What follows belongs to an exercise in optimizing a design on an open flow for small area and a short achievable clock period; a production flow would make more cautious choices. Only simulation tests tie the RTL to the original design; equivalence was not proved. Power is estimated from default activity; no workload was simulated.

==> flow/design.v (outline; a module is shown in full before it is edited, if it fits) <==
// module r6_mux4h: 3 lines
// module r6_xor: 3 lines
// module r6_gt: 6 lines
// module r6_ao: 3 lines
// module r6_lx: 3 lines
// module r6_pe: 3 lines
// module r6_wb: 6 lines
// module r6_pgn: 11 lines
// module r6_gn: 8 lines
// module risc6_core: 714 lines
module risc6_core (
    input clk,
    input rst,
    input [31:0] instr,
    output reg [31:0] pc,
    output reg [31:0] R0, R1, R2, R3,
    output [31:0] R4, R5, R6, R7,
    output reg halt
);
  // ...
==> flow/flow/run.sh <==
#!/bin/bash
# Standard layout, with plain buffers (not delay cells) on the ports, and
# a clock tree with larger sink clusters and no dummy loads.
set -e
export BUFFER_PORTS_ARGS="-buffer_cell sky130_fd_sc_hd__buf_1"
export CTS_ARGS="-sink_clustering_enable -repair_clock_nets -dont_use_dummy_load -sink_clustering_size 30 -sink_clustering_max_diameter 120"
bash standard.sh > standard.log 2>&1
==> flow/standard.sh <==
#!/bin/bash
# synth_recipe.tcl (not shown) runs the flow's synth.tcl, then flattens the netlist and writes it again
# the make line also repeats each setting of config.mk as NAME=value (left out here)
make -C /OpenROAD-flow-scripts/flow DESIGN_CONFIG=/design/flow/config.mk WORK_HOME=/design/flow/orfs CLKGATE_MAP_FILE= SYNTH_SCRIPT=/design/flow/synth_recipe.tcl "${@:-finish}"
==> flow/config.mk <==
export PLATFORM = sky130hd
export DESIGN_NAME = risc6_core
export DESIGN_NICKNAME = risc6_core
export VERILOG_FILES = /design/flow/design.v
export SDC_FILE = /design/flow/constraint.sdc
export NUM_CORES = 4
export LEC_CHECK = 0
export ABC_AREA = 0
export CAP_MARGIN = 20
export CORE_MARGIN = 2
export CORE_UTILIZATION = 65
export PLACE_DENSITY = 0.72
export SETUP_SLACK_MARGIN = 3.2
export SLEW_MARGIN = 20
export SYNTH_HIERARCHICAL = 1
==> flow/constraint.sdc <==
create_clock -name core_clock -period 6.0 [get_ports {clk}]
set_input_delay 1.2000 -clock core_clock [delete_from_list [all_inputs] [get_ports {clk}]]
set_output_delay 1.2000 -clock core_clock [all_outputs]
set_load 0.01 [all_outputs]
==> flow_metrics.py, run 1 <==
metrics = {
    "outcome": {
        "run_status": "no timing/DRC/antenna violations",
    },
    "timing": {
        "timing.final.setup_violations": 0,
        "worst_hold_slack_ns": 0.4893,
        "slew_at_the_pin_with_the_worst_max_slew_slack_ns": 0.9179,
        "grt_setup_unrepaired": "true",
        "worst_clock_skew_ns": 0.05936,
    },
    "power_and_ir_drop": {
        "power.share.sequential": 0.421,
        "combinational_cell_power_mw": 2.48,
        "power_switching_mw": 2.566,
        "power_frac_comb": 0.448,
        "fin_total_pwr_mw": 5.530,
    },
    "cells_and_area": {
        "multi_input_comb_area_um2": 7654,
        "layout_commonest_cell": "nor2_1",
        "drive_above_1_share": 0.1397,
        "post_layout_nonfiller_instances": 1990,
        "seq_area_um2": 4980,
        "postLayoutCoreUtil": 0.7363,
    },
    "clocking": {
        "post_cts_resize_count": 34,
        "root_buffer": "clkbuf_16",
    },
    "yosys": {
        "post_synth_inst_count": 1509,
    },
    "worst_setup_path": {
        "worst_ep_arrival_time_ns": 3.08,
        "cp.depth": 13,
        "critPathMaxFanout": 17,
        "timing.reg2reg.setup_slack_ns": 3.22,
    },
    "placed_design": {
        "place.detailed.hpwl_um": 27390,
        "port-buffer-count": 194,
    },
    "min_path": {
        "min_delay_path_depth": 1,
        "holdPathEnd": "halt",
        "min-delay-path-class": "flip-flop to flip-flop",
    },
    "global_routing": {
        "first_global_vias": 10900,
    },
    "die": {
        "fp.dieArea_um2": 20730,
        "initial_core_util": 0.6586,
    },
}
==> inputs of run 2 (changes only) <==
--- a/flow/design.v
+++ b/flow/design.v
@@ -211,123 +211,123 @@
     r6_lx #(.IMM(1)) lx14 (.ldi(ir_ldi), .imm(imm[14]), .xcls(ir_xcls), .p(p[14]), .y(y[14]));
     r6_mux4h ma15 (.s(ir_sa), .d({R3[15], R2[15], R1[15], R0[15]}), .y(a[15]));
     r6_mux4h mb15 (.s(ir_sb), .d({R3[15], R2[15], R1[15], R0[15]}), .y(b[15]));
     r6_xor   xb15 (.a(b[15]), .b(ir_sub), .y(bx[15]));
     r6_xor   xp15 (.a(a[15]), .b(bx[15]), .y(p[15]));
     r6_gt    gt15 (.a(a[15]), .bx(bx[15]), .b(b[15]), .arith(ir_arith), .ng(ng[15]), .nt(nt[15]), .nab(nab[15]));
     r6_ao    ao15 (.andn(ir_andn), .nab(nab[15]), .orn(ir_orn), .nt(nt[15]), .x(x[15]));
     r6_lx #(.IMM(1)) lx15 (.ldi(ir_ldi), .imm(imm[15]), .xcls(ir_xcls), .p(p[15]), .y(y[15]));
-    r6_mux4h ma16 (.s(ir_sa_h), .d({R3[16], R2[16], R1[16], R0[16]}), .y(a[16]));
-    r6_mux4h mb16 (.s(ir_sb_h), .d({R3[16], R2[16], R1[16], R0[16]}), .y(b[16]));
+    r6_mux4h ma16 (.s(ir_sa), .d({R3[16], R2[16], R1[16], R0[16]}), .y(a[16]));
+    r6_mux4h mb16 (.s(ir_sb), .d({R3[16], R2[16], R1[16], R0[16]}), .y(b[16]));
     r6_xor   xb16 (.a(b[16]), .b(ir_sub), .y(bx[16]));
     r6_xor   xp16 (.a(a[16]), .b(bx[16]), .y(p[16]));
     r6_gt    gt16 (.a(a[16]), .bx(bx[16]), .b(b[16]), .arith(ir_arith), .ng(ng[16]), .nt(nt[16]), .nab(nab[16]));
     r6_ao    ao16 (.andn(ir_andn), .nab(nab[16]), .orn(ir_orn), .nt(nt[16]), .x(x[16]));
     r6_lx #(.IMM(1)) lx16 (.ldi(ir_ldi), .imm(imm[16]), .xcls(ir_xcls), .p(p[16]), .y(y[16]));
-    r6_mux4h ma17 (.s(ir_sa_h), .d({R3[17], R2[17], R1[17], R0[17]}), .y(a[17]));
-    r6_mux4h mb17 (.s(ir_sb_h), .d({R3[17], R2[17], R1[17], R0[17]}), .y(b[17]));
+    r6_mux4h ma17 (.s(ir_sa), .d({R3[17], R2[17], R1[17], R0[17]}), .y(a[17]));
+    r6_mux4h mb17 (.s(ir_sb), .d({R3[17], R2[17], R1[17], R0[17]}), .y(b[17]));
     r6_xor   xb17 (.a(b[17]), .b(ir_sub), .y(bx[17]));
     r6_xor   xp17 (.a(a[17]), .b(bx[17]), .y(p[17]));
     r6_gt    gt17 (.a(a[17]), .bx(bx[17]), .b(b[17]), .arith(ir_arith), .ng(ng[17]), .nt(nt[17]), .nab(nab[17]));
     r6_ao    ao17 (.andn(ir_andn), .nab(nab[17]), .orn(ir_orn), .nt(nt[17]), .x(x[17]));
     r6_lx #(.IMM(1)) lx17 (.ldi(ir_ldi), .imm(imm[17]), .xcls(ir_xcls), .p(p[17]), .y(y[17]));
-    r6_mux4h ma18 (.s(ir_sa_h), .d({R3[18], R2[18], R1[18], R0[18]}), .y(a[18]));
-    r6_mux4h mb18 (.s(ir_sb_h), .d({R3[18], R2[18], R1[18], R0[18]}), .y(b[18]));
+    r6_mux4h ma18 (.s(ir_sa), .d({R3[18], R2[18], R1[18], R0[18]}), .y(a[18]));
+    r6_mux4h mb18 (.s(ir_sb), .d({R3[18], R2[18], R1[18], R0[18]}), .y(b[18]));
     r6_xor   xb18 (.a(b[18]), .b(ir_sub), .y(bx[18]));
     r6_xor   xp18 (.a(a[18]), .b(bx[18]), .y(p[18]));
     r6_gt    gt18 (.a(a[18]), .bx(bx[18]), .b(b[18]), .arith(ir_arith), .ng(ng[18]), .nt(nt[18]), .nab(nab[18]));
     r6_ao    ao18 (.andn(ir_andn), .nab(nab[18]), .orn(ir_orn), .nt(nt[18]), .x(x[18]));
     r6_lx #(.IMM(1)) lx18 (.ldi(ir_ldi), .imm(imm[18]), .xcls(ir_xcls), .p(p[18]), .y(y[18]));
-    r6_mux4h ma19 (.s(ir_sa_h), .d({R3[19], R2[19], R1[19], R0[19]}), .y(a[19]));
-    r6_mux4h mb19 (.s(ir_sb_h), .d({R3[19], R2[19], R1[19], R0[19]}), .y(b[19]));
+    r6_mux4h ma19 (.s(ir_sa), .d({R3[19], R2[19], R1[19], R0[19]}), .y(a[19]));
+    r6_mux4h mb19 (.s(ir_sb), .d({R3[19], R2[19], R1[19], R0[19]}), .y(b[19]));
     r6_xor   xb19 (.a(b[19]), .b(ir_sub), .y(bx[19]));
     r6_xor   xp19 (.a(a[19]), .b(bx[19]), .y(p[19]));
     r6_gt    gt19 (.a(a[19]), .bx(bx[19]), .b(b[19]), .arith(ir_arith), .ng(ng[19]), .nt(nt[19]), .nab(nab[19]));
     r6_ao    ao19 (.andn(ir_andn), .nab(nab[19]), .orn(ir_orn), .nt(nt[19]), .x(x[19]));
     r6_lx #(.IMM(1)) lx19 (.ldi(ir_ldi), .imm(imm[19]), .xcls(ir_xcls), .p(p[19]), .y(y[19]));
-    r6_mux4h ma20 (.s(ir_sa_h), .d({R3[20], R2[20], R1[20], R0[20]}), .y(a[20]));
-    r6_mux4h mb20 (.s(ir_sb_h), .d({R3[20], R2[20], R1[20], R0[20]}), .y(b[20]));
+    r6_mux4h ma20 (.s(ir_sa), .d({R3[20], R2[20], R1[20], R0[20]}), .y(a[20]));
+    r6_mux4h mb20 (.s(ir_sb), .d({R3[20], R2[20], R1[20], R0[20]}), .y(b[20]));
     r6_xor   xb20 (.a(b[20]), .b(ir_sub), .y(bx[20]));
     r6_xor   xp20 (.a(a[20]), .b(bx[20]), .y(p[20]));
     r6_gt    gt20 (.a(a[20]), .bx(bx[20]), .b(b[20]), .arith(ir_arith), .ng(ng[20]), .nt(nt[20]), .nab(nab[20]));
     r6_ao    ao20 (.andn(ir_andn), .nab(nab[20]), .orn(ir_orn), .nt(nt[20]), .x(x[20]));
     r6_lx #(.IMM(1)) lx20 (.ldi(ir_ldi), .imm(imm[20]), .xcls(ir_xcls), .p(p[20]), .y(y[20]));
-    r6_mux4h ma21 (.s(ir_sa_h), .d({R3[21], R2[21], R1[21], R0[21]}), .y(a[21]));
-    r6_mux4h mb21 (.s(ir_sb_h), .d({R3[21], R2[21], R1[21], R0[21]}), .y(b[21]));
+    r6_mux4h ma21 (.s(ir_sa), .d({R3[21], R2[21], R1[21], R0[21]}), .y(a[21]));
+    r6_mux4h mb21 (.s(ir_sb), .d({R3[21], R2[21], R1[21], R0[21]}), .y(b[21]));
     r6_xor   xb21 (.a(b[21]), .b(ir_sub), .y(bx[21]));
     r6_xor   xp21 (.a(a[21]), .b(bx[21]), .y(p[21]));
     r6_gt    gt21 (.a(a[21]), .bx(bx[21]), .b(b[21]), .arith(ir_arith), .ng(ng[21]), .nt(nt[21]), .nab(nab[21]));
     r6_ao    ao21 (.andn(ir_andn), .nab(nab[21]), .orn(ir_orn), .nt(nt[21]), .x(x[21]));
     r6_lx #(.IMM(1)) lx21 (.ldi(ir_ldi), .imm(imm[21]), .xcls(ir_xcls), .p(p[21]), .y(y[21]));
-    r6_mux4h ma22 (.s(ir_sa_h), .d({R3[22], R2[22], R1[22], R0[22]}), .y(a[22]));
-    r6_mux4h mb22 (.s(ir_sb_h), .d({R3[22], R2[22], R1[22], R0[22]}), .y(b[22]));
+    r6_mux4h ma22 (.s(ir_sa), .d({R3[22], R2[22], R1[22], R0[22]}), .y(a[22]));
+    r6_mux4h mb22 (.s(ir_sb), .d({R3[22], R2[22], R1[22], R0[22]}), .y(b[22]));
     r6_xor   xb22 (.a(b[22]), .b(ir_sub), .y(bx[22]));
     r6_xor   xp22 (.a(a[22]), .b(bx[22]), .y(p[22]));
     r6_gt    gt22 (.a(a[22]), .bx(bx[22]), .b(b[22]), .arith(ir_arith), .ng(ng[22]), .nt(nt[22]), .nab(nab[22]));
     r6_ao    ao22 (.andn(ir_andn), .nab(nab[22]), .orn(ir_orn), .nt(nt[22]), .x(x[22]));
     r6_lx #(.IMM(1)) lx22 (.ldi(ir_ldi), .imm(imm[22]), .xcls(ir_xcls), .p(p[22]), .y(y[22]));
-    r6_mux4h ma23 (.s(ir_sa_h), .d({R3[23], R2[23], R1[23], R0[23]}), .y(a[23]));
-    r6_mux4h mb23 (.s(ir_sb_h), .d({R3[23], R2[23], R1[23], R0[23]}), .y(b[23]));
+    r6_mux4h ma23 (.s(ir_sa), .d({R3[23], R2[23], R1[23], R0[23]}), .y(a[23]));
+    r6_mux4h mb23 (.s(ir_sb), .d({R3[23], R2[23], R1[23], R0[23]}), .y(b[23]));
     r6_xor   xb23 (.a(b[23]), .b(ir_sub), .y(bx[23]));
     r6_xor   xp23 (.a(a[23]), .b(bx[23]), .y(p[23]));
     r6_gt    gt23 (.a(a[23]), .bx(bx[23]), .b(b[23]), .arith(ir_arith), .ng(ng[23]), .nt(nt[23]), .nab(nab[23]));
     r6_ao    ao23 (.andn(ir_andn), .nab(nab[23]), .orn(ir_orn), .nt(nt[23]), .x(x[23]));
     r6_lx #(.IMM(1)) lx23 (.ldi(ir_ldi), .imm(imm[23]), .xcls(ir_xcls), .p(p[23]), .y(y[23]));
-    r6_mux4h ma24 (.s(ir_sa_h), .d({R3[24], R2[24], R1[24], R0[24]}), .y(a[24]));
-    r6_mux4h mb24 (.s(ir_sb_h), .d({R3[24], R2[24], R1[24], R0[24]}), .y(b[24]));
+    r6_mux4h ma24 (.s(ir_sa), .d({R3[24], R2[24], R1[24], R0[24]}), .y(a[24]));
+    r6_mux4h mb24 (.s(ir_sb), .d({R3[24], R2[24], R1[24], R0[24]}), .y(b[24]));
     r6_xor   xb24 (.a(b[24]), .b(ir_sub), .y(bx[24]));
     r6_xor   xp24 (.a(a[24]), .b(bx[24]), .y(p[24]));
     r6_gt    gt24 (.a(a[24]), .bx(bx[24]), .b(b[24]), .arith(ir_arith), .ng(ng[24]), .nt(nt[24]), .nab(nab[24]));
     r6_ao    ao24 (.andn(ir_andn), .nab(nab[24]), .orn(ir_orn), .nt(nt[24]), .x(x[24]));
     r6_lx #(.IMM(0)) lx24 (.ldi(ir_ldi), .imm(1'b0), .xcls(ir_xcls), .p(p[24]), .y(y[24]));
-    r6_mux4h ma25 (.s(ir_sa_h), .d({R3[25], R2[25], R1[25], R0[25]}), .y(a[25]));
-    r6_mux4h mb25 (.s(ir_sb_h), .d({R3[25], R2[25], R1[25], R0[25]}), .y(b[25]));
+    r6_mux4h ma25 (.s(ir_sa), .d({R3[25], R2[25], R1[25], R0[25]}), .y(a[25]));
+    r6_mux4h mb25 (.s(ir_sb), .d({R3[25], R2[25], R1[25], R0[25]}), .y(b[25]));
     r6_xor   xb25 (.a(b[25]), .b(ir_sub), .y(bx[25]));
     r6_xor   xp25 (.a(a[25]), .b(bx[25]), .y(p[25]));
     r6_gt    gt25 (.a(a[25]), .bx(bx[25]), .b(b[25]), .arith(ir_arith), .ng(ng[25]), .nt(nt[25]), .nab(nab[25]));
     r6_ao    ao25 (.andn(ir_andn), .nab(nab[25]), .orn(ir_orn), .nt(nt[25]), .x(x[25]));
     r6_lx #(.IMM(0)) lx25 (.ldi(ir_ldi), .imm(1'b0), .xcls(ir_xcls), .p(p[25]), .y(y[25]));
-    r6_mux4h ma26 (.s(ir_sa_h), .d({R3[26], R2[26], R1[26], R0[26]}), .y(a[26]));
-    r6_mux4h mb26 (.s(ir_sb_h), .d({R3[26], R2[26], R1[26], R0[26]}), .y(b[26]));
+    r6_mux4h ma26 (.s(ir_sa), .d({R3[26], R2[26], R1[26], R0[26]}), .y(a[26]));
+    r6_mux4h mb26 (.s(ir_sb), .d({R3[26], R2[26], R1[26], R0[26]}), .y(b[26]));
     r6_xor   xb26 (.a(b[26]), .b(ir_sub), .y(bx[26]));
     r6_xor   xp26 (.a(a[26]), .b(bx[26]), .y(p[26]));
     r6_gt    gt26 (.a(a[26]), .bx(bx[26]), .b(b[26]), .arith(ir_arith), .ng(ng[26]), .nt(nt[26]), .nab(nab[26]));
     r6_ao    ao26 (.andn(ir_andn), .nab(nab[26]), .orn(ir_orn), .nt(nt[26]), .x(x[26]));
     r6_lx #(.IMM(0)) lx26 (.ldi(ir_ldi), .imm(1'b0), .xcls(ir_xcls), .p(p[26]), .y(y[26]));
-    r6_mux4h ma27 (.s(ir_sa_h), .d({R3[27], R2[27], R1[27], R0[27]}), .y(a[27]));
-    r6_mux4h mb27 (.s(ir_sb_h), .d({R3[27], R2[27], R1[27], R0[27]}), .y(b[27]));
+    r6_mux4h ma27 (.s(ir_sa), .d({R3[27], R2[27], R1[27], R0[27]}), .y(a[27]));
+    r6_mux4h mb27 (.s(ir_sb), .d({R3[27], R2[27], R1[27], R0[27]}), .y(b[27]));
     r6_xor   xb27 (.a(b[27]), .b(ir_sub), .y(bx[27]));
     r6_xor   xp27 (.a(a[27]), .b(bx[27]), .y(p[27]));
     r6_gt    gt27 (.a(a[27]), .bx(bx[27]), .b(b[27]), .arith(ir_arith), .ng(ng[27]), .nt(nt[27]), .nab(nab[27]));
     r6_ao    ao27 (.andn(ir_andn), .nab(nab[27]), .orn(ir_orn), .nt(nt[27]), .x(x[27]));
     r6_lx #(.IMM(0)) lx27 (.ldi(ir_ldi), .imm(1'b0), .xcls(ir_xcls), .p(p[27]), .y(y[27]));
-    r6_mux4h ma28 (.s(ir_sa_h), .d({R3[28], R2[28], R1[28], R0[28]}), .y(a[28]));
-    r6_mux4h mb28 (.s(ir_sb_h), .d({R3[28], R2[28], R1[28], R0[28]}), .y(b[28]));
+    r6_mux4h ma28 (.s(ir_sa), .d({R3[28], R2[28], R1[28], R0[28]}), .y(a[28]));
+    r6_mux4h mb28 (.s(ir_sb), .d({R3[28], R2[28], R1[28], R0[28]}), .y(b[28]));
     r6_xor   xb28 (.a(b[28]), .b(ir_sub), .y(bx[28]));
     r6_xor   xp28 (.a(a[28]), .b(bx[28]), .y(p[28]));
     r6_gt    gt28 (.a(a[28]), .bx(bx[28]), .b(b[28]), .arith(ir_arith), .ng(ng[28]), .nt(nt[28]), .nab(nab[28]));
     r6_ao    ao28 (.andn(ir_andn), .nab(nab[28]), .orn(ir_orn), .nt(nt[28]), .x(x[28]));
     r6_lx #(.IMM(0)) lx28 (.ldi(ir_ldi), .imm(1'b0), .xcls(ir_xcls), .p(p[28]), .y(y[28]));
-    r6_mux4h ma29 (.s(ir_sa_h), .d({R3[29], R2[29], R1[29], R0[29]}), .y(a[29]));
-    r6_mux4h mb29 (.s(ir_sb_h), .d({R3[29], R2[29], R1[29], R0[29]}), .y(b[29]));
+    r6_mux4h ma29 (.s(ir_sa), .d({R3[29], R2[29], R1[29], R0[29]}), .y(a[29]));
+    r6_mux4h mb29 (.s(ir_sb), .d({R3[29], R2[29], R1[29], R0[29]}), .y(b[29]));
     r6_xor   xb29 (.a(b[29]), .b(ir_sub), .y(bx[29]));
     r6_xor   xp29 (.a(a[29]), .b(bx[29]), .y(p[29]));
     r6_gt    gt29 (.a(a[29]), .bx(bx[29]), .b(b[29]), .arith(ir_arith), .ng(ng[29]), .nt(nt[29]), .nab(nab[29]));
     r6_ao    ao29 (.andn(ir_andn), .nab(nab[29]), .orn(ir_orn), .nt(nt[29]), .x(x[29]));
     r6_lx #(.IMM(0)) lx29 (.ldi(ir_ldi), .imm(1'b0), .xcls(ir_xcls), .p(p[29]), .y(y[29]));
-    r6_mux4h ma30 (.s(ir_sa_h), .d({R3[30], R2[30], R1[30], R0[30]}), .y(a[30]));
-    r6_mux4h mb30 (.s(ir_sb_h), .d({R3[30], R2[30], R1[30], R0[30]}), .y(b[30]));
+    r6_mux4h ma30 (.s(ir_sa), .d({R3[30], R2[30], R1[30], R0[30]}), .y(a[30]));
+    r6_mux4h mb30 (.s(ir_sb), .d({R3[30], R2[30], R1[30], R0[30]}), .y(b[30]));
     r6_xor   xb30 (.a(b[30]), .b(ir_sub), .y(bx[30]));
     r6_xor   xp30 (.a(a[30]), .b(bx[30]), .y(p[30]));
     r6_gt    gt30 (.a(a[30]), .bx(bx[30]), .b(b[30]), .arith(ir_arith), .ng(ng[30]), .nt(nt[30]), .nab(nab[30]));
     r6_ao    ao30 (.andn(ir_andn), .nab(nab[30]), .orn(ir_orn), .nt(nt[30]), .x(x[30]));
     r6_lx #(.IMM(0)) lx30 (.ldi(ir_ldi), .imm(1'b0), .xcls(ir_xcls), .p(p[30]), .y(y[30]));
-    r6_mux4h ma31 (.s(ir_sa_h), .d({R3[31], R2[31], R1[31], R0[31]}), .y(a[31]));
-    r6_mux4h mb31 (.s(ir_sb_h), .d({R3[31], R2[31], R1[31], R0[31]}), .y(b[31]));
+    r6_mux4h ma31 (.s(ir_sa), .d({R3[31], R2[31], R1[31], R0[31]}), .y(a[31]));
+    r6_mux4h mb31 (.s(ir_sb), .d({R3[31], R2[31], R1[31], R0[31]}), .y(b[31]));
     r6_xor   xb31 (.a(b[31]), .b(ir_sub), .y(bx[31]));
     r6_xor   xp31 (.a(a[31]), .b(bx[31]), .y(p[31]));
     r6_gt    gt31 (.a(a[31]), .bx(bx[31]), .b(b[31]), .arith(ir_arith), .ng(ng[31]), .nt(nt[31]), .nab(nab[31]));
     r6_ao    ao31 (.andn(ir_andn), .nab(nab[31]), .orn(ir_orn), .nt(nt[31]), .x(x[31]));
     r6_lx #(.IMM(0)) lx31 (.ldi(ir_ldi), .imm(1'b0), .xcls(ir_xcls), .p(p[31]), .y(y[31]));
     wire pgc_0_g;
     r6_gn #(.HN(1), .LN(0), .ON(0)) nc_0 (.gh(ng[0]), .ph(nt[0]), .gl(ir_sub), .go(pgc_0_g));
     wire pg0_1_g;
==> flow/config.mk (replaced) <==
export PLATFORM = sky130hd
export DESIGN_NAME = risc6_core
export DESIGN_NICKNAME = risc6_core
export VERILOG_FILES = /design/flow/design.v
export SDC_FILE = /design/flow/constraint.sdc
export NUM_CORES = 4
export LEC_CHECK = 0
export ABC_AREA = 0
export CAP_MARGIN = 20
export CORE_MARGIN = 2
export CORE_UTILIZATION = 55
export SETUP_SLACK_MARGIN = 3.2
export SLEW_MARGIN = 20
export SYNTH_HIERARCHICAL = 1
export TNS_END_PERCENT = 0
==> flow_metrics.py, run 2 <==
metrics = {
    "detailed_routing": {
        "post_drt_via_cell_ratio": 5.882,
        "antenna_left": 0,
        "drt_first_iter_violations": 1067,
        "drtPass1Iterations": 6,
        "drc_errors": 0,
        "postRouteWirelength_um": 39860,
        "post_drt_wl_per_cell_um": 19.73,
        "routed-via-count": 11880,
    },
    "global_routing": {
        "grt_first_pass_wirelength_um": 60230,
        "grt_start_max_net_pins": 79,
        "overflow": 0,
        "grtUsageTotal": 0.3171,
        "first_global_vias": 11100,
        "antenna_found_initial": 0,
    },
    "timing": {
        "final_worst_path_cycle_share": 0.4654,
        "worst_hold_slack_ns": 0.4784,
        "max_fclk_mhz": 358.2,
        "number_of_hold_slack_violations_in_the_final_timing_report": 0,
        "slew_at_the_pin_with_the_worst_max_slew_slack_ns": 1.075,
        "worst_clock_skew_ns": 0.03211,
        "minimum_period_implied_by_the_final_worst_setup_slack_ns": 2.792,
        "drv_slew": 0,
        "setup_total_negative_slack_ns": 0,
        "setup_slack_ns": 3.208,
        "relSlewSlack": 0.2833,
        "timing.final.setup_violations": 0,
        "grt_setup_unrepaired": "true",
    },
    "worst_setup_path": {
        "critPathMaxFanout": 16,
        "worst_ep_arrival_time_ns": 3.05,
        "crit_path_end_kind": "flip-flop",
        "setup.worst_path.class": "flip-flop to flip-flop",
        "critical_path.startpoint_type": "flip-flop",
        "crit_required_ns": 6.26,
    },
    "die": {
        "die_w_um": 155.0,
        "top_level_ports": 323,
        "initial_core_util": 0.5575,
        "die_y_um": 155.0,
        "fp.dieArea_um2": 24030,
        "core_um2": 22500,
        "row_count": 55,
    },
    "power_and_ir_drop": {
        "power.leakage_nw": 5.858,
        "fin_total_pwr_mw": 5.764,
        "vdd_ir_drop_max_uv": 260.3,
        "power_density_nw_per_um2": 398.0,
    },
    "cells_and_area": {
        "n_antenna_cell": 0,
        "finish.net_count": 1772,
        "multi_input_comb_area_um2": 7749,
        "layout_commonest_cell": "buf_1",
        "drive_above_1_share": 0.1527,
        "area.growth.synth_to_final_pct": 15.45,
        "most-common-layout-cells": "194 x buf_1, 186 x nor2_1, 178 x nand2_1",
        "filler_cell_count": 2007,
        "postLayoutCoreUtil": 0.6436,
        "seq_area_um2": 4787,
    },
    "placed_design": {
        "dpl_worst_slack_ns": 2.313,
        "place.detailed.hpwl_um": 26380,
        "port-buffer-count": 194,
        "finalWeightedCongestion": 0.9368,
    },
    "clocking": {
        "clkSlewWorstSetupHoldPaths_ns": 0.09,
        "root_buffer": "clkbuf_16",
        "ctsLongestPathBuffers": 2,
        "tritoncts": "built",
        "cts_made_buffers": 17,
        "clock_sinks": 198,
        "htree_num_levels": 4,
        "clkLatencyLatePin_ns": 0.44,
    },
    "outcome": {
        "run_status": "no timing/DRC/antenna violations",
    },
    "yosys": {
        "post_synth_inst_count": 1502,
        "syn-cell-area_um2": 12540,
        "ys.warnings.count": 7,
        "synth.avg_cell_area_um2": 8.352,
    },
    "job": {
        "cap_viol_max_count": 0,
    },
    "min_path": {
        "min-delay-path-class": "flip-flop to flip-flop",
    },
}
## run 2: stage by stage
stage | area [µm²] | std cells
after CTS | 13850 | 2007
after global placement | 13270 | 1986
after detailed placement | 13270 | 1986
final | 14480 | 2020
after global routing | 14480 | 2020
after floorplan | 13030 | 1629
## run 2: final timing paths
path                            slack, ns     start  cells past startpoint      to
worst max-delay path                 3.21  ir_sb[2]                     12  R2[29]
worst min-delay path                 0.48      halt                      1    halt
worst max register to register       3.21  ir_sb[2]                     12  R2[29]
worst min register to register       0.48      halt                      1    halt
max in group asynchronous            3.94       rst                      3  R2[24]
min in group asynchronous            0.82       rst                      2   pc[0]
## run 2: per-layer routing
layer	GRT usage	vias up	wire [µm]
met3	0.05571	58	2899
met2	0.5513	540	19990
li1	-	5560	-
met1	0.4088	5724	16130
met4	0.08510	0	829
met5	0	-	0
## run 2: report_power, final
group | switching (mW) | leakage, nW | internal [mW] | total (mW)
Combinational | 1.65 | 3.46 | 0.925 | 2.58
Sequential | 0.510 | 2.19 | 1.72 | 2.23
Clock | 0.462 | 0.209 | 0.495 | 0.957
## run 2: critical path: stages (launching register included)
cell and delay, ns:
dfxtp_4 0.39, clkbuf_16 0.20, a22oi_1 0.24, nand2_1 0.16, xor2_2 0.29, nand3_1 0.19
o21ai_2 0.24, a21oi_2 0.11, o21ai_2 0.21, a21oi_4 0.07, o21ai_2 0.21, xnor2_2 0.17
a21oi_1 0.11
## run 2: repair_timing
| item | 4_1_cts | 5_1_grt |
|---|---|---|
| endpoints found under the setup margin | 120 | 103 |
| gates resized for setup | 23 | 109 |
| pin swaps | 1 | 11 |
| hold buffers | 0 | 0 |
| setup buffers | 4 | 12 |
| gates cloned | 0 | 1 |
## run 2: final cells by class
type,instances,share of cell area
inverter,16,0.004406
multi-input combinational,1274,0.5350
clock buffer,17,0.02937
timing repair buffer,230,0.07603
tap,285,0.02462
sequential,198,0.3305
==> inputs of run 3 (changes only) <==
--- a/flow/config.mk
+++ b/flow/config.mk
@@ -8,8 +8,8 @@
 export ABC_AREA = 0
 export CAP_MARGIN = 20
 export CORE_MARGIN = 2
-export CORE_UTILIZATION = 55
+export CORE_UTILIZATION = 65
+export PLACE_DENSITY = 0.72
 export SETUP_SLACK_MARGIN = 3.2
 export SLEW_MARGIN = 20
 export SYNTH_HIERARCHICAL = 1
-export TNS_END_PERCENT = 0
==> flow_metrics.py, run 3 <==
metrics = {
    "outcome": {
        "run_status": "no timing/DRC/antenna violations",
    },
    "worst_setup_path": {
        "critPathMaxFanout": 10,
        "crit_path_end_kind": "flip-flop",
        "critical_path.startpoint_type": "flip-flop",
        "crit_required_ns": 6.27,
        "setup.worst_path.class": "flip-flop to flip-flop",
        "worst_ep_arrival_time_ns": 3.07,
    },
    "placed_design": {
        "dpl_worst_slack_ns": 2.570,
        "place.detailed.instances": 1953,
        "finalWeightedCongestion": 0.9680,
        "port-buffer-count": 194,
        "place.detailed.hpwl_um": 25550,
    },
    "die": {
        "fp.dieArea_um2": 20430,
        "row_count": 50,
        "die_w_um": 142.9,
        "top_level_ports": 323,
        "initial_core_util": 0.6662,
        "die_y_um": 142.9,
        "core_um2": 18830,
    },
    "cells_and_area": {
        "most-common-layout-cells": "194 x buf_1, 173 x nand2_1, 173 x nor2_1",
        "drive_above_1_share": 0.1820,
        "area.growth.synth_to_final_pct": 18.04,
        "finish.net_count": 1784,
        "post_layout_nonfiller_instances": 2007,
        "n_antenna_cell": 0,
        "layout_commonest_cell": "buf_1",
    },
    "timing": {
        "max_fclk_mhz": 357.5,
        "worst_clock_skew_ns": 0.03160,
        "setup_total_negative_slack_ns": 0,
        "number_of_hold_slack_violations_in_the_final_timing_report": 0,
        "timing.final.setup_violations": 0,
        "relSlewSlack": 0.4229,
        "setup_slack_ns": 3.203,
        "minimum_period_implied_by_the_final_worst_setup_slack_ns": 2.797,
        "slew_at_the_pin_with_the_worst_max_slew_slack_ns": 0.8656,
        "drv_slew": 0,
        "grt_setup_unrepaired": "true",
        "final_worst_path_cycle_share": 0.4662,
    },
    "clocking": {
        "clock_sinks": 198,
        "tritoncts": "built",
        "cts_made_buffers": 17,
        "ctsLongestPathBuffers": 2,
        "root_buffer": "clkbuf_16",
        "htree_num_levels": 4,
        "clkLatencyLatePin_ns": 0.45,
        "postCtsHoldBufs": 0,
        "clkSlewWorstSetupHoldPaths_ns": 0.07,
    },
    "global_routing": {
        "overflow": 0,
        "grt_first_pass_wirelength_um": 58970,
        "first_global_vias": 11120,
        "grt_start_max_net_pins": 163,
        "antenna_found_initial": 0,
        "grtUsageTotal": 0.3687,
    },
    "detailed_routing": {
        "antenna_left": 0,
        "drc_errors": 0,
        "drt_first_iter_violations": 1268,
        "routed-via-count": 12410,
        "postRouteWirelength_um": 39710,
        "post_drt_via_cell_ratio": 6.185,
        "post_drt_wl_per_cell_um": 19.78,
        "drtPass1Iterations": 5,
    },
    "yosys": {
        "ys.warnings.count": 7,
        "synth.avg_cell_area_um2": 8.352,
        "post_synth_inst_count": 1502,
        "syn-cell-area_um2": 12540,
    },
    "power_and_ir_drop": {
        "power.leakage_nw": 5.953,
        "power_density_nw_per_um2": 397.6,
        "vdd_ir_drop_max_uv": 257.3,
        "fin_total_pwr_mw": 5.888,
    },
    "job": {
        "cap_viol_max_count": 0,
    },
    "min_path": {
        "min-delay-path-class": "flip-flop to flip-flop",
    },
}
## run 3: cell types whose count changed in the layout (fill, tap and decap cells not counted), sizes merged
cell	delta
clkbuf	-1
buf	+13
## run 3: path summary, 6_finish.rpt
| kind | from | end | slack, ns | cells past startpoint |
|---|---|---|---|---|
| hold / removal | halt | halt | 0.47 | 1 |
| setup reg to reg | ir_sb[2] | R2[22] | 3.20 | 13 |
| hold reg to reg | halt | halt | 0.47 | 1 |
| setup / recovery | ir_sb[2] | R2[22] | 3.20 | 13 |
| max in group asynchronous | rst | R0[21] | 4.33 | 3 |
| min in group asynchronous | rst | halt | 1.01 | 3 |
## run 3: critical path: stages, from the launching register on
cell and delay [ns]:
dfxtp_4 0.42, a22oi_1 0.21, nand2_1 0.13, xor2_2 0.26, nor2_1 0.12, o21ai_2 0.29, inv_2 0.08, o21ai_4 0.21
inv_1 0.10, o21ai_4 0.24, inv_1 0.08, o21ai_2 0.19, xnor2_2 0.18, a21oi_1 0.11
## run 3: final cells by class
type                       count  area [µm²]
multi-input combinational   1274        8024
sequential                   198        4808
fill                        1321        4023
timing repair buffer         242        1161
clock buffer                  17       425.4
tap                          260       325.3
inverter                      16       63.81
## run 3: where the power goes
group	switching, mW	leakage, nW	internal, mW
sequential	0.533	2.19	1.72
combinational	1.73	3.55	0.963
clock	0.450	0.209	0.494
total	2.71	5.95	3.17
## run 3: metrics by stage
step	utilization	instance area (µm²)	hold slack, ns
after global placement	0.7014	13210	0.4519
after global routing	0.7864	14810	0.4902
final	0.7864	14810	0.4708
after detailed placement	0.7014	13210	0.4543
after CTS	0.7433	14000	0.4745
after floorplan	-	13050	0.5041
## run 3: what timing repair did
item                       CTS  global route
gates resized for setup     40           136
buffers inserted            21            16
pin swaps                    1            23
setup endpoints to repair  110           103
## run 3: layer usage
layer / share of wire / vias to the layer above / wire, µm / global-route usage
met1: 0.37 / 5916 / 14810 / 0.4637
li1: - / 5567 / - / -
met5: 0 / - / 0 / 0
met3: 0.092 / 144 / 3638 / 0.06942
met2: 0.50 / 786 / 19690 / 0.6306
met4: 0.039 / 0 / 1562 / 0.1407
==> inputs of run 4 (changes only) <==
--- a/flow/config.mk
+++ b/flow/config.mk
@@ -8,8 +8,7 @@
 export ABC_AREA = 0
 export CAP_MARGIN = 20
 export CORE_MARGIN = 2
-export CORE_UTILIZATION = 65
-export PLACE_DENSITY = 0.72
-export SETUP_SLACK_MARGIN = 3.2
+export CORE_UTILIZATION = 55
+export SETUP_SLACK_MARGIN = 3.35
 export SLEW_MARGIN = 20
 export SYNTH_HIERARCHICAL = 1
==> flow_metrics.py, run 4 <==
metrics = {
    "power_and_ir_drop": {
        "power.leakage_nw": 6.015,
        "vdd_ir_drop_max_uv": 202.5,
        "fin_total_pwr_mw": 5.967,
        "power_density_nw_per_um2": 395.0,
    },
    "yosys": {
        "ys.warnings.count": 7,
        "synth.avg_cell_area_um2": 8.352,
        "syn-cell-area_um2": 12540,
        "post_synth_inst_count": 1502,
    },
    "die": {
        "die_w_um": 155.0,
        "row_count": 55,
        "fp.dieArea_um2": 24030,
        "die_y_um": 155.0,
        "initial_core_util": 0.5575,
        "core_um2": 22500,
        "top_level_ports": 323,
    },
    "timing": {
        "worst_hold_slack_ns": 0.4658,
        "grt_setup_unrepaired": "true",
        "setup_total_negative_slack_ns": 0,
        "timing.final.setup_violations": 0,
        "minimum_period_implied_by_the_final_worst_setup_slack_ns": 2.683,
        "number_of_hold_slack_violations_in_the_final_timing_report": 0,
        "slew_at_the_pin_with_the_worst_max_slew_slack_ns": 1.063,
        "worst_clock_skew_ns": 0.03003,
        "max_fclk_mhz": 372.7,
        "drv_slew": 0,
        "final_worst_path_cycle_share": 0.4472,
        "relSlewSlack": 0.2914,
        "setup_slack_ns": 3.317,
    },
    "detailed_routing": {
        "antenna_left": 0,
        "drt_first_iter_violations": 1067,
        "post_drt_wl_per_cell_um": 19.41,
        "postRouteWirelength_um": 39430,
        "post_drt_via_cell_ratio": 5.916,
        "drc_errors": 0,
        "routed-via-count": 12020,
        "drtPass1Iterations": 6,
    },
    "worst_setup_path": {
        "worst_ep_arrival_time_ns": 2.96,
        "critPathMaxFanout": 16,
        "path_cells": "buf_6 > a22oi_1 > nand2_1 > xor2_2 > nor2_4 > o21ai_2 > a21oi_2 > o21ai_4 > a21oi_4 > o21ai_2 > xnor2_2 > a21oi_1",
        "setup.worst_path.class": "flip-flop to flip-flop",
        "most_frequent_cell_on_the_critical_path": "o21ai_2",
        "crit_path_end_kind": "flip-flop",
        "critical_path.startpoint_type": "flip-flop",
        "crit_required_ns": 6.28,
        "crit_path_max_incr_delay_ns": 0.41,
        "slowest_stage": "dfxtp_4",
    },
    "clocking": {
        "clkSlewWorstSetupHoldPaths_ns": 0.08,
        "clock_sinks": 198,
        "ctsLongestPathBuffers": 2,
        "root_buffer": "clkbuf_16",
        "cts_made_buffers": 17,
        "clkLatencyLatePin_ns": 0.44,
        "htree_num_levels": 4,
        "tritoncts": "built",
        "postCtsHoldBufs": 0,
    },
    "cells_and_area": {
        "n_antenna_cell": 0,
        "postLayoutCoreUtil": 0.6713,
        "finish.net_count": 1784,
        "filler_cell_count": 1941,
        "layout_commonest_cell": "buf_1",
        "layout.cell_area.non_filler_um2": 15110,
        "most-common-layout-cells": "194 x buf_1, 169 x nand2_1, 162 x dfrtp_1",
        "drive_above_1_share": 0.1986,
        "area.growth.synth_to_final_pct": 20.42,
        "post_layout_nonfiller_instances": 2032,
    },
    "placed_design": {
        "place.detailed.hpwl_um": 26230,
        "placedInstanceArea_um2": 13240,
        "port-buffer-count": 194,
        "dpl_worst_slack_ns": 2.856,
        "place.detailed.instances": 1977,
        "finalWeightedCongestion": 0.9430,
    },
    "global_routing": {
        "grt_start_max_net_pins": 163,
        "antenna_found_initial": 0,
        "first_global_vias": 11340,
        "grt_first_pass_wirelength_um": 59740,
        "overflow": 0,
        "grtUsageTotal": 0.3117,
    },
    "job": {
        "cap_viol_max_count": 0,
    },
    "min_path": {
        "min-delay-path-class": "flip-flop to flip-flop",
    },
    "outcome": {
        "run_status": "no timing/DRC/antenna violations",
    },
}
==> run 4: critical path, delay by kind of cell (launching register included) <==
kind,cells,cell delay [ns]
and+or+nand+nor,2,0.33
buffers and inverters,1,0.19
DFF,1,0.41
AOI/OAI and AO/OA,7,1.10
xor gates and xnor gates,2,0.49
==> run 4: where the power goes <==
part	switching [mW]	internal, mW	total (mW)	leakage [nW]
Clock	0.455	0.494	0.949	0.209
Combinational	1.75	1.00	2.76	3.61
Sequential	0.543	1.72	2.26	2.19
Total	2.75	3.22	5.97	6.01
==> run 4: final timing paths <==
check / start / end / slack (ns) / cells past startpoint
max: ir_sb[0] / R3[30] / 3.32 / 12
max reg2reg: ir_sb[0] / R3[30] / 3.32 / 12
min in group asynchronous: rst / pc[21] / 1.00 / 3
min reg2reg: halt / halt / 0.47 / 1
max in group asynchronous: rst / R0[26] / 4.29 / 3
min: halt / halt / 0.47 / 1
==> run 4: area by class of cell <==
| cell class | instances | area, µm² | area share |
|---|---|---|---|
| inverters | 16 | 63.81 | 0.004224 |
| multi-input cells | 1274 | 8233 | 0.5450 |
| clock buffers | 17 | 425.4 | 0.02816 |
| well taps | 285 | 356.6 | 0.02361 |
| repair buffers | 242 | 1217 | 0.08059 |
| flip-flops and latches | 198 | 4810 | 0.3184 |
==> run 4: what timing repair did <==
item	in CTS	in global routing
hold endpoints to repair	0	0
pin swaps	4	22
endpoints found under the setup margin	108	111
buffers inserted	22	16
resized for setup	68	152
==> run 4: per-layer routing <==
layer  global-route usage  routed length (µm)  vias to the layer above
met2               0.5388               19810                      563
li1                     -                   -                     5572
met5                    0                   0                        -
met3              0.05710                2712                      107
met1               0.3914               15640                     5780
met4               0.1129                1268                        0
==> inputs of run 5 (changes only) <==
--- a/flow/config.mk
+++ b/flow/config.mk
@@ -9,6 +9,6 @@
 export CAP_MARGIN = 20
 export CORE_MARGIN = 2
 export CORE_UTILIZATION = 55
-export SETUP_SLACK_MARGIN = 3.35
+export SETUP_SLACK_MARGIN = 3.25
 export SLEW_MARGIN = 20
 export SYNTH_HIERARCHICAL = 1
==> flow_metrics.py, run 5 <==
metrics = {
    "worst_setup_path": {
        "ff2ff_path_depth": 12,
        "crit_path_max_incr_delay_ns": 0.40,
        "path_cells": "buf_4 > a22oi_1 > nand2_1 > xor2_2 > nor2_4 > nor2_2 > nand2_1 > nor2_1 > nand2_1 > o21ai_2 > xnor2_2 > a21oi_1",
        "most_frequent_cell_on_the_critical_path": "nand2_1",
        "crit_path_end_kind": "flip-flop",
        "critPathMaxFanout": 12,
        "setup.worst_path.class": "flip-flop to flip-flop",
        "slowest_stage": "dfxtp_4",
        "worst_ep_arrival_time_ns": 2.92,
        "crit_required_ns": 6.26,
        "critical_path.startpoint_type": "flip-flop",
    },
    "detailed_routing": {
        "postRouteWirelength_um": 38350,
        "routed-via-count": 11780,
        "antenna_left": 0,
        "drt_first_iter_violations": 964,
        "post_drt_via_cell_ratio": 5.818,
        "post_drt_wl_per_cell_um": 18.94,
        "drc_errors": 0,
        "drtPass1Iterations": 6,
    },
    "timing": {
        "timing.final.setup_violations": 0,
        "minimum_period_implied_by_the_final_worst_setup_slack_ns": 2.658,
        "setup_total_negative_slack_ns": 0,
        "number_of_hold_slack_violations_in_the_final_timing_report": 0,
        "worst_clock_skew_ns": 0.03293,
        "slew_at_the_pin_with_the_worst_max_slew_slack_ns": 1.013,
        "final_worst_path_cycle_share": 0.4431,
        "max_fclk_mhz": 376.2,
        "grt_setup_unrepaired": "true",
        "drv_slew": 0,
        "setup_slack_ns": 3.342,
        "relSlewSlack": 0.3246,
    },
    "cells_and_area": {
        "drive_above_1_share": 0.1799,
        "layout_commonest_cell": "buf_1",
        "most-common-layout-cells": "194 x buf_1, 173 x nand2_1, 168 x nor2_1",
        "finish.net_count": 1777,
        "layout.cell_area.non_filler_um2": 14780,
        "postLayoutCoreUtil": 0.6567,
        "area.growth.synth_to_final_pct": 17.79,
        "n_antenna_cell": 0,
    },
    "yosys": {
        "synth.avg_cell_area_um2": 8.352,
        "ys.warnings.count": 7,
        "syn-cell-area_um2": 12540,
        "post_synth_inst_count": 1502,
    },
    "die": {
        "top_level_ports": 323,
        "core_um2": 22500,
        "fp.dieArea_um2": 24030,
        "row_count": 55,
        "die_y_um": 155.0,
        "die_w_um": 155.0,
        "initial_core_util": 0.5575,
    },
    "power_and_ir_drop": {
        "power_density_nw_per_um2": 394.5,
        "vdd_ir_drop_max_uv": 243.7,
        "fin_total_pwr_mw": 5.830,
        "power.leakage_nw": 5.909,
    },
    "placed_design": {
        "place.detailed.hpwl_um": 26030,
        "placedInstanceArea_um2": 13240,
        "finalWeightedCongestion": 0.9271,
        "dpl_worst_slack_ns": 2.751,
        "port-buffer-count": 194,
    },
    "outcome": {
        "run_status": "no timing/DRC/antenna violations",
    },
    "clocking": {
        "root_buffer": "clkbuf_16",
        "ctsLongestPathBuffers": 2,
        "clock_sinks": 198,
        "tritoncts": "built",
        "cts_made_buffers": 17,
        "postCtsHoldBufs": 0,
        "clkSlewWorstSetupHoldPaths_ns": 0.08,
        "htree_num_levels": 4,
        "clkLatencyLatePin_ns": 0.44,
    },
    "global_routing": {
        "overflow": 0,
        "first_global_vias": 10850,
        "grt_start_max_net_pins": 163,
        "antenna_found_initial": 0,
        "grtUsageTotal": 0.3082,
        "grt_first_pass_wirelength_um": 59000,
    },
    "min_path": {
        "min_delay_path_depth": 1,
        "min-delay-path-class": "flip-flop to flip-flop",
    },
    "job": {
        "cap_viol_max_count": 0,
    },
}
## run 5: area by class of cell
cell class / count / area, µm²
Multi-Input combinational cell: 1274 / 7993
Fill cell: 1961 / 7726
Sequential cell: 198 / 4810
Timing Repair Buffer: 235 / 1129
Clock buffer: 17 / 425.4
Tap cell: 285 / 356.6
Inverter: 16 / 63.81
## run 5: layer usage
layer / part of all wire / GRT usage / vias up
met4: 0.022 / 0.1019 / 0
met5: 0 / 0 / -
met3: 0.063 / 0.04429 / 64
met2: 0.50 / 0.5259 / 496
met1: 0.41 / 0.4046 / 5660
li1: - / - / 5562
## run 5: worst paths after layout
path,startpoint,to,slack [ns]
min in group asynchronous,rst,R0[10],1.00
worst min register to register,halt,halt,0.48
max in group asynchronous,rst,R3[17],4.29
worst max register to register,ir_sb[0],R2[22],3.34
worst min-delay path,halt,halt,0.48
worst max-delay path,ir_sb[0],R2[22],3.34
## run 5: worst max-delay path, delay by kind of cell, from the launching register on
kind                   cells  cell delay (ns)
AND/OR/NAND/NOR            6             0.93
AO/OA/AOI/OAI              3             0.51
XOR/XNOR                   2             0.47
flip-flops                 1             0.40
buffers and inverters      1             0.18
## run 5: per-stage QoR
| step | hold WS (ns) | cells |
|---|---|---|
| floorplan | 0.5041 | 1629 |
| global placement | 0.4571 | 1977 |
| detailed placement | 0.4605 | 1977 |
| CTS | 0.4822 | 2009 |
| global route | 0.5271 | 2025 |
| finish | 0.4755 | 2025 |
## run 5: power by group
group	leakage (nW)	internal [mW]	switching, mW	total (mW)
sequential	2.19	1.72	0.542	2.26
combinational	3.51	0.956	1.67	2.63
clock	0.209	0.494	0.448	0.942
total	5.91	3.17	2.66	5.83
## run 5: timing repair
action | 4_1_cts | 5_1_grt
pin swaps | 1 | 26
gates resized for setup | 30 | 143
endpoints found under the setup margin | 101 | 104
setup buffers | 15 | 16
gates cloned | 0 | 0
==> inputs of run 6 (changes only) <==
--- a/flow/config.mk
+++ b/flow/config.mk
@@ -9,6 +9,6 @@
 export CAP_MARGIN = 20
 export CORE_MARGIN = 2
 export CORE_UTILIZATION = 55
-export SETUP_SLACK_MARGIN = 3.25
+export SETUP_SLACK_MARGIN = 3.1
 export SLEW_MARGIN = 20
 export SYNTH_HIERARCHICAL = 1
==> flow_metrics.py, run 6 <==
metrics = {
    "outcome": {
        "run_status": "no timing/DRC/antenna violations",
    },
    "timing": {
        "number_of_hold_slack_violations_in_the_final_timing_report": 0,
        "slew_at_the_pin_with_the_worst_max_slew_slack_ns": 1.104,
        "grt_setup_unrepaired": "true",
        "relSlewSlack": 0.2641,
        "minimum_period_implied_by_the_final_worst_setup_slack_ns": 2.781,
        "worst_clock_skew_ns": 0.03924,
        "timing.final.setup_violations": 0,
        "setup_total_negative_slack_ns": 0,
        "drv_slew": 0,
        "max_fclk_mhz": 359.6,
        "final_worst_path_cycle_share": 0.4634,
    },
    "detailed_routing": {
        "antenna_left": 0,
        "post_drt_wl_per_cell_um": 19.42,
        "drtPass1Iterations": 7,
        "routed-via-count": 11910,
        "drt_first_iter_violations": 1047,
        "post_drt_via_cell_ratio": 5.885,
        "drc_errors": 0,
        "postRouteWirelength_um": 39310,
    },
    "clocking": {
        "clkLatencyLatePin_ns": 0.45,
        "htree_num_levels": 4,
        "postCtsHoldBufs": 0,
        "clkSlewWorstSetupHoldPaths_ns": 0.09,
        "root_buffer": "clkbuf_16",
        "clock_sinks": 198,
        "cts_made_buffers": 17,
        "ctsLongestPathBuffers": 2,
        "tritoncts": "built",
    },
    "cells_and_area": {
        "finish.net_count": 1776,
        "filler_cell_count": 2040,
        "drive_above_1_share": 0.1317,
        "most-common-layout-cells": "207 x nor2_1, 194 x buf_1, 178 x nand2_1",
        "layout.cell_area.non_filler_um2": 14320,
        "area.growth.synth_to_final_pct": 14.13,
        "layout_commonest_cell": "nor2_1",
        "n_antenna_cell": 0,
    },
    "worst_setup_path": {
        "setup.worst_path.class": "flip-flop to flip-flop",
        "crit_required_ns": 6.25,
        "reg2reg_to": "R2[25]",
        "ff2ff_path_depth": 12,
        "crit_path_end_kind": "flip-flop",
        "critical_path.startpoint_type": "flip-flop",
        "rr_startpoint": "ir_sb[1]",
        "critPathMaxFanout": 11,
        "worst_ep_arrival_time_ns": 3.03,
        "timing.reg2reg.setup_slack_ns": 3.22,
    },
    "power_and_ir_drop": {
        "vdd_ir_drop_max_uv": 196.9,
        "power.leakage_nw": 5.831,
        "power_density_nw_per_um2": 397.0,
    },
    "die": {
        "fp.dieArea_um2": 24030,
        "initial_core_util": 0.5575,
        "core_um2": 22500,
        "top_level_ports": 323,
        "die_w_um": 155.0,
        "die_y_um": 155.0,
        "row_count": 55,
    },
    "global_routing": {
        "first_global_vias": 11170,
        "antenna_found_initial": 0,
        "grt_start_max_net_pins": 163,
        "overflow": 0,
        "grt_first_pass_wirelength_um": 60920,
        "grtUsageTotal": 0.3209,
    },
    "min_path": {
        "min-delay-path-class": "flip-flop to flip-flop",
        "worstHoldStart": "halt",
        "holdPathEnd": "halt",
        "min_delay_path_depth": 1,
    },
    "placed_design": {
        "finalWeightedCongestion": 0.9449,
        "port-buffer-count": 194,
        "placedInstanceArea_um2": 13260,
        "place.detailed.hpwl_um": 26130,
    },
    "yosys": {
        "synth.avg_cell_area_um2": 8.352,
        "syn-cell-area_um2": 12540,
        "ys.warnings.count": 7,
        "post_synth_inst_count": 1502,
    },
    "job": {
        "cap_viol_max_count": 0,
    },
}
[run 6: cell types whose count changed in the layout (fill, tap and decap cells not counted), moves of 5 or more]
cell / delta
nor2_1: +39
o21ai_1: +18
nand2_2: -5
nand2_1: +5
nor2_4: -14
xor2_1: +12
nor2_2: -25
o21ai_2: -14
xor2_2: -10
[run 6: how the worst max path moves through the flow]
stage | depth (start not counted) | slack [ns] | startpoint | end
2_1_floorplan | 1 | 2.74 | rst | R0[0]
6_report | 12 | 3.22 | ir_sb[1] | R2[25]
5_1_grt | 13 | 3.01 | R2[0] | R1[24]
4_1_cts | 13 | 3.05 | ir_sa[3] | R1[24]
3_5_place_dp | 13 | 2.40 | ir_sa[3] | R3[24]
3_3_place_gp | 13 | 2.52 | ir_sa[3] | R0[24]
[run 6: worst max-delay path: stages (launching register included)]
cell and delay (ns):
dfxtp_4 0.42, buf_12 0.16, a22oi_1 0.15, nand2_1 0.11, xor2_1 0.26, nor2_1 0.16
nor2_1 0.27, nand2_1 0.17, o21ai_1 0.27, a21oi_2 0.10, o21ai_2 0.25, xnor2_2 0.18
a21oi_1 0.11
[run 6: cell type report]
class,instances,area [µm²],share of cell area
tap,285,356.6,0.02491
clock buffer,17,425.4,0.02971
timing repair buffer,234,1131,0.07900
sequential,198,4798,0.3351
inverter,16,63.81,0.004457
multi-input combinational,1274,7542,0.5268
[run 6: per-stage QoR]
stage	util	hold slack (ns)	cells	total power, mW	setup WS, ns
5_1_grt	0.6363	0.5016	2024	6.088	3.011
4_1_cts	0.6153	0.4871	2011	5.549	3.053
3_5_place_dp	0.5892	0.4634	1982	4.572	2.397
2_1_floorplan	-	0.5041	1629	3.844	2.743
6_report	0.6363	0.4817	2024	5.684	3.219
3_3_place_gp	0.5892	0.4576	1982	4.527	2.517
[run 6: where the power goes]
part	internal, mW	leakage (nW)	switching [mW]
registers	1.72	2.19	0.533
logic	0.893	3.43	1.58
clock network	0.495	0.209	0.461
[run 6: what timing repair did]
item	4_1_cts	5_1_grt
setup buffers	12	13
endpoints found under the setup margin	112	97
pin swaps	1	5
gates resized for setup	9	66
[run 6: layer usage]
layer | up-vias | global-route usage | share of wire
met2 | 558 | 0.5505 | 0.50
met4 | 0 | 0.1138 | 0.027
met3 | 67 | 0.05125 | 0.067
met1 | 5714 | 0.4121 | 0.41
li1 | 5573 | - | -
met5 | - | 0 | 0
==> inputs of run 7 (changes only) <==
--- a/flow/config.mk
+++ b/flow/config.mk
@@ -9,6 +9,6 @@
 export CAP_MARGIN = 20
 export CORE_MARGIN = 2
 export CORE_UTILIZATION = 55
-export SETUP_SLACK_MARGIN = 3.1
+export SETUP_SLACK_MARGIN = 3.2
 export SLEW_MARGIN = 20
 export SYNTH_HIERARCHICAL = 1
==> flow_metrics.py, run 7 <==
metrics = {
    "detailed_routing": {
        "postRouteWirelength_um": 38100,
        "routed-via-count": 11710,
        "drtPass1Iterations": 5,
        "post_drt_via_cell_ratio": 5.785,
        "antenna_left": 0,
        "post_drt_wl_per_cell_um": 18.82,
        "drc_errors": 0,
        "drt_first_iter_violations": 886,
    },
    "die": {
        "die_y_um": 155.0,
        "core_um2": 22500,
        "row_count": 55,
        "top_level_ports": 323,
        "initial_core_util": 0.5575,
        "die_w_um": 155.0,
        "fp.dieArea_um2": 24030,
    },
    "cells_and_area": {
        "finish.net_count": 1776,
        "most-common-layout-cells": "194 x buf_1, 176 x nand2_1, 170 x nor2_1",
        "n_antenna_cell": 0,
        "area.growth.synth_to_final_pct": 16.47,
        "postLayoutCoreUtil": 0.6493,
        "layout.cell_area.non_filler_um2": 14610,
        "filler_cell_count": 2013,
        "drive_above_1_share": 0.1685,
        "layout_commonest_cell": "buf_1",
    },
    "power_and_ir_drop": {
        "power.leakage_nw": 5.869,
        "power_density_nw_per_um2": 395.0,
        "vdd_ir_drop_max_uv": 214.3,
    },
    "timing": {
        "worst_clock_skew_ns": 0.02735,
        "relSlewSlack": 0.3074,
        "final_worst_path_cycle_share": 0.4468,
        "timing.final.setup_violations": 0,
        "number_of_hold_slack_violations_in_the_final_timing_report": 0,
        "slew_at_the_pin_with_the_worst_max_slew_slack_ns": 1.039,
        "grt_setup_unrepaired": "true",
        "worst_hold_slack_ns": 0.4752,
        "minimum_period_implied_by_the_final_worst_setup_slack_ns": 2.681,
        "setup_slack_ns": 3.319,
        "drv_slew": 0,
        "setup_total_negative_slack_ns": 0,
        "max_fclk_mhz": 373.0,
    },
    "yosys": {
        "ys.warnings.count": 7,
        "synth.avg_cell_area_um2": 8.352,
        "syn-cell-area_um2": 12540,
        "post_synth_inst_count": 1502,
    },
    "clocking": {
        "tritoncts": "built",
        "clkSlewWorstSetupHoldPaths_ns": 0.08,
        "clkLatencyLatePin_ns": 0.44,
        "ctsLongestPathBuffers": 2,
        "clock_sinks": 198,
        "cts_made_buffers": 17,
        "root_buffer": "clkbuf_16",
        "htree_num_levels": 4,
    },
    "min_path": {
        "min_delay_path_depth": 1,
        "min-delay-path-class": "flip-flop to flip-flop",
    },
    "worst_setup_path": {
        "crit_path_max_incr_delay_ns": 0.66,
        "worst_setup_path_endpoint": "R3[15]",
        "timing.reg2reg.setup_slack_ns": 3.32,
        "reg2reg_to": "R3[15]",
        "cp.depth": 10,
        "path_cells": "a22oi_1 > nand2_1 > nor2_1 > o21ai_2 > buf_4 > a21oi_2 > o21ai_2 > a21oi_2 > xnor2_1 > a21oi_1",
        "worstPathBufferInverterCount": 1,
        "critical_path.startpoint_type": "flip-flop",
        "rr_startpoint": "ir_sa[0]",
        "crit_required_ns": 6.27,
        "worst_ep_arrival_time_ns": 2.95,
        "slowest_stage": "dfxtp_4",
        "crit_path_end_kind": "flip-flop",
        "setup.worst_path.class": "flip-flop to flip-flop",
        "critPathMaxFanout": 32,
        "crit_family": "compound AO/OA/AOI/OAI gates",
        "ff2ff_path_depth": 10,
        "beginning_of_the_critical_path": "ir_sa[0]",
    },
    "placed_design": {
        "place.detailed.hpwl_um": 25880,
        "dpl_worst_slack_ns": 2.589,
        "placedInstanceArea_um2": 13240,
        "port-buffer-count": 194,
        "finalWeightedCongestion": 0.9589,
    },
    "outcome": {
        "run_status": "no timing/DRC/antenna violations",
    },
    "global_routing": {
        "grt_first_pass_wirelength_um": 59700,
        "antenna_found_initial": 0,
        "overflow": 0,
        "grt_start_max_net_pins": 163,
        "grtUsageTotal": 0.3131,
        "first_global_vias": 11160,
    },
    "job": {
        "cap_viol_max_count": 0,
    },
}
-- run 7: layer usage --
layer	GRT usage	vias to the layer above	routed length, µm
met1	0.3986	5603	15610
met4	0.1049	0	878
met3	0.05515	74	2462
met2	0.5399	469	19150
met5	0	-	0
li1	-	5562	-
-- run 7: worst min-delay path by stage --
| stage | startpoint | endpoint |
|---|---|---|
| floorplan | halt | halt |
| global placement | halt | halt |
| detailed placement | halt | halt |
| CTS | halt | halt |
| global route | halt | halt |
| finish | halt | halt |
-- run 7: cell type report --
class / count / area [µm²] / share of cell area
inverters: 16 / 63.81 / 0.004368
clock buffers: 17 / 425.4 / 0.02912
flip-flops and latches: 198 / 4808 / 0.3291
multi-input cells: 1274 / 7843 / 0.5368
well taps: 285 / 356.6 / 0.02441
repair buffers: 234 / 1114 / 0.07622
-- run 7: power by group --
group	internal, mW	leakage [nW]	switching, mW	total (mW)
registers	1.72	2.19	0.522	2.24
clock network	0.494	0.209	0.457	0.952
logic	0.938	3.47	1.64	2.58
total	3.15	5.87	2.62	5.77
-- run 7: worst reg2reg max path, cell delays in order, from the launching register on --
cell	delay, ns
dfxtp_4	0.66
a22oi_1	0.18
nand2_1	0.16
nor2_1	0.08
o21ai_2	0.22
buf_4	0.15
a21oi_2	0.08
o21ai_2	0.30
a21oi_2	0.12
xnor2_1	0.42
a21oi_1	0.14
-- run 7: metrics by stage --
step	total power [mW]	cells
2_1_floorplan	3.844	1629
3_3_place_gp	4.514	1978
3_5_place_dp	4.560	1978
4_1_cts	5.565	2011
5_1_grt	6.184	2024
6_report	5.770	2024
-- run 7: repair_timing --
item,4_1_cts,5_1_grt
hold buffers,0,0
endpoints found under the setup margin,109,98
setup buffers,16,13
gates resized for setup,24,119
pin swaps,1,8
==> inputs of run 8 (changes only) <==
==> flow/flow/run.sh (replaced) <==
#!/bin/bash
# Standard layout, with plain buffers (not delay cells) on the ports, and
# a clock tree with larger sink clusters and no dummy loads.
set -e
export BUFFER_PORTS_ARGS="-buffer_cell sky130_fd_sc_hd__buf_1"
export CTS_ARGS="-sink_clustering_enable -repair_clock_nets -dont_use_dummy_load -sink_clustering_size 24 -sink_clustering_max_diameter 100"
bash standard.sh > standard.log 2>&1
==> flow_metrics.py, run 8 <==
metrics = {
    "die": {
        "die_y_um": 155.0,
        "fp.dieArea_um2": 24030,
        "top_level_ports": 323,
        "initial_core_util": 0.5575,
        "die_w_um": 155.0,
        "core_um2": 22500,
        "row_count": 55,
    },
    "clocking": {
        "clkLatencyLatePin_ns": 0.44,
        "postCtsHoldBufs": 0,
        "cts_made_buffers": 17,
        "tritoncts": "built",
        "root_buffer": "clkbuf_16",
        "htree_num_levels": 4,
        "ctsLongestPathBuffers": 2,
        "clkSlewWorstSetupHoldPaths_ns": 0.08,
        "clock_sinks": 198,
    },
    "global_routing": {
        "first_global_vias": 11160,
        "grt_first_pass_wirelength_um": 59700,
        "grt_start_max_net_pins": 163,
        "overflow": 0,
        "grtUsageTotal": 0.3131,
        "antenna_found_initial": 0,
    },
    "detailed_routing": {
        "drc_errors": 0,
        "post_drt_via_cell_ratio": 5.785,
        "antenna_left": 0,
        "routed-via-count": 11710,
        "drtPass1Iterations": 5,
        "post_drt_wl_per_cell_um": 18.82,
        "postRouteWirelength_um": 38100,
        "drt_first_iter_violations": 886,
    },
    "worst_setup_path": {
        "crit_family": "compound AO/OA/AOI/OAI gates",
        "crit_required_ns": 6.27,
        "crit_path_max_incr_delay_ns": 0.66,
        "critical_path.startpoint_type": "flip-flop",
        "setup.worst_path.class": "flip-flop to flip-flop",
        "crit_path_end_kind": "flip-flop",
        "beginning_of_the_critical_path": "ir_sa[0]",
        "critPathMaxFanout": 32,
        "slowest_stage": "dfxtp_4",
        "path_cells": "a22oi_1 > nand2_1 > nor2_1 > o21ai_2 > buf_4 > a21oi_2 > o21ai_2 > a21oi_2 > xnor2_1 > a21oi_1",
        "worstPathBufferInverterCount": 1,
        "rr_startpoint": "ir_sa[0]",
        "worst_ep_arrival_time_ns": 2.95,
    },
    "cells_and_area": {
        "area.growth.synth_to_final_pct": 16.47,
        "layout_commonest_cell": "buf_1",
        "drive_above_1_share": 0.1685,
        "post_layout_nonfiller_instances": 2024,
        "most-common-layout-cells": "194 x buf_1, 176 x nand2_1, 170 x nor2_1",
        "finish.net_count": 1776,
        "n_antenna_cell": 0,
    },
    "timing": {
        "timing.final.setup_violations": 0,
        "slew_at_the_pin_with_the_worst_max_slew_slack_ns": 1.039,
        "drv_slew": 0,
        "final_worst_path_cycle_share": 0.4468,
        "max_fclk_mhz": 373.0,
        "setup_total_negative_slack_ns": 0,
        "minimum_period_implied_by_the_final_worst_setup_slack_ns": 2.681,
        "number_of_hold_slack_violations_in_the_final_timing_report": 0,
        "worst_clock_skew_ns": 0.02735,
        "relSlewSlack": 0.3074,
        "grt_setup_unrepaired": "true",
    },
    "placed_design": {
        "place.detailed.instances": 1978,
        "port-buffer-count": 194,
        "finalWeightedCongestion": 0.9589,
        "place.detailed.hpwl_um": 25880,
    },
    "yosys": {
        "ys.warnings.count": 7,
        "syn-cell-area_um2": 12540,
        "synth.avg_cell_area_um2": 8.352,
        "post_synth_inst_count": 1502,
    },
    "power_and_ir_drop": {
        "power.leakage_nw": 5.869,
        "power_density_nw_per_um2": 395.0,
        "vdd_ir_drop_max_uv": 214.3,
    },
    "min_path": {
        "worstHoldStart": "halt",
        "min-delay-path-class": "flip-flop to flip-flop",
    },
    "outcome": {
        "run_status": "no timing/DRC/antenna violations",
    },
    "job": {
        "cap_viol_max_count": 0,
    },
}
-- run 8: worst paths after layout --
| path | end | slack [ns] | depth (start not counted) |
|---|---|---|---|
| worst max-delay path | R3[15] | 3.32 | 10 |
| worst min-delay path | halt | 0.48 | 1 |
| worst max register to register | R3[15] | 3.32 | 10 |
| worst min register to register | halt | 0.48 | 1 |
| max in group asynchronous | R3[14] | 4.20 | 3 |
| min in group asynchronous | R3[11] | 0.91 | 3 |
-- run 8: timing repair --
action                                  in CTS  in global routing
buffers inserted                            16                 13
pin swaps                                    1                  8
endpoints found under the setup margin     109                 98
gates resized for setup                     24                119
-- run 8: final cells by class --
class / count / area, µm²
Timing Repair Buffer: 234 / 1114
Fill cell: 2013 / 7893
Inverter: 16 / 63.81
Multi-Input combinational cell: 1274 / 7843
Tap cell: 285 / 356.6
Sequential cell: 198 / 4808
Clock buffer: 17 / 425.4
-- run 8: through the flow --
step	hold WS, ns	total power [mW]	area, µm²	util	setup WS [ns]
after floorplan	0.5041	3.844	13050	-	2.743
after global placement	0.4561	4.514	13240	0.5883	2.674
after detailed placement	0.4622	4.560	13240	0.5883	2.589
after CTS	0.4825	5.565	13930	0.6191	3.162
after global routing	0.5336	6.184	14610	0.6493	3.145
final	0.4752	5.770	14610	0.6493	3.319
-- run 8: worst reg2reg max path, delay by kind of cell (launching register included) --
| kind | cells | cell delay, ns |
|---|---|---|
| DFF | 1 | 0.66 |
| and+or+nand+nor | 2 | 0.24 |
| xor gates and xnor gates | 1 | 0.42 |
| AOI/OAI and AO/OA | 6 | 1.04 |
| buffers and inverters | 1 | 0.15 |
-- run 8: routing by layer --
metal  track usage  routed length [µm]
met1        0.3986               15610
met2        0.5399               19150
met3       0.05515                2462
met4        0.1049                 878
met5             0                   0
-- run 8: power by group --
part	internal [mW]	switching [mW]	leakage (nW)
registers	1.72	0.522	2.19
clock network	0.494	0.457	0.209
logic	0.938	1.64	3.47

separate check: timing with driven ports:
Ports are ideal in the flow. The routed layouts listed here were re-timed in OpenROAD. Step 1: set_driving_cell puts a clkbuf_16 on clk and a buf_2 on each other input, an assumption about the parent block. Step 2 moves the port delays by t, midway between the first and last clock arrival at a register: inputs arrive t later, outputs are due t later. That takes back most of the time a late clock gives input paths. Three values: no drivers, after step 1, after step 2; two values: the first two.
run | shift t [ns] | setup slack, ns | hold slack, ns
run 1 | 0.506 | 3.219 / 3.219 / 3.219 | 0.489 / 0.489 / 0.489
run 2 | 0.471 | 3.208 / 3.208 / 3.208 | 0.478 / 0.478 / 0.478
run 3 | 0.480 | 3.203 / 3.203 / 3.197 | 0.471 / 0.471 / 0.471
run 4 | 0.478 | 3.317 / 3.317 / 3.284 | 0.466 / 0.466 / 0.466
run 5 | 0.476 | 3.342 / 3.342 / 3.223 | 0.475 / 0.475 / 0.475
run 6 | 0.475 | 3.219 / 3.219 / 3.219 | 0.482 / 0.482 / 0.482
run 7 | 0.475 | 3.319 / 3.319 / 3.230 | 0.475 / 0.475 / 0.475
run 8 | 0.475 | 3.319 / 3.319 / 3.230 | 0.475 / 0.475 / 0.475
After both steps every run listed still meets setup and hold. For run 5, which loses most, drivers alone change the setup slack by 0.000 ns; drivers and shift together by -0.119 ns.
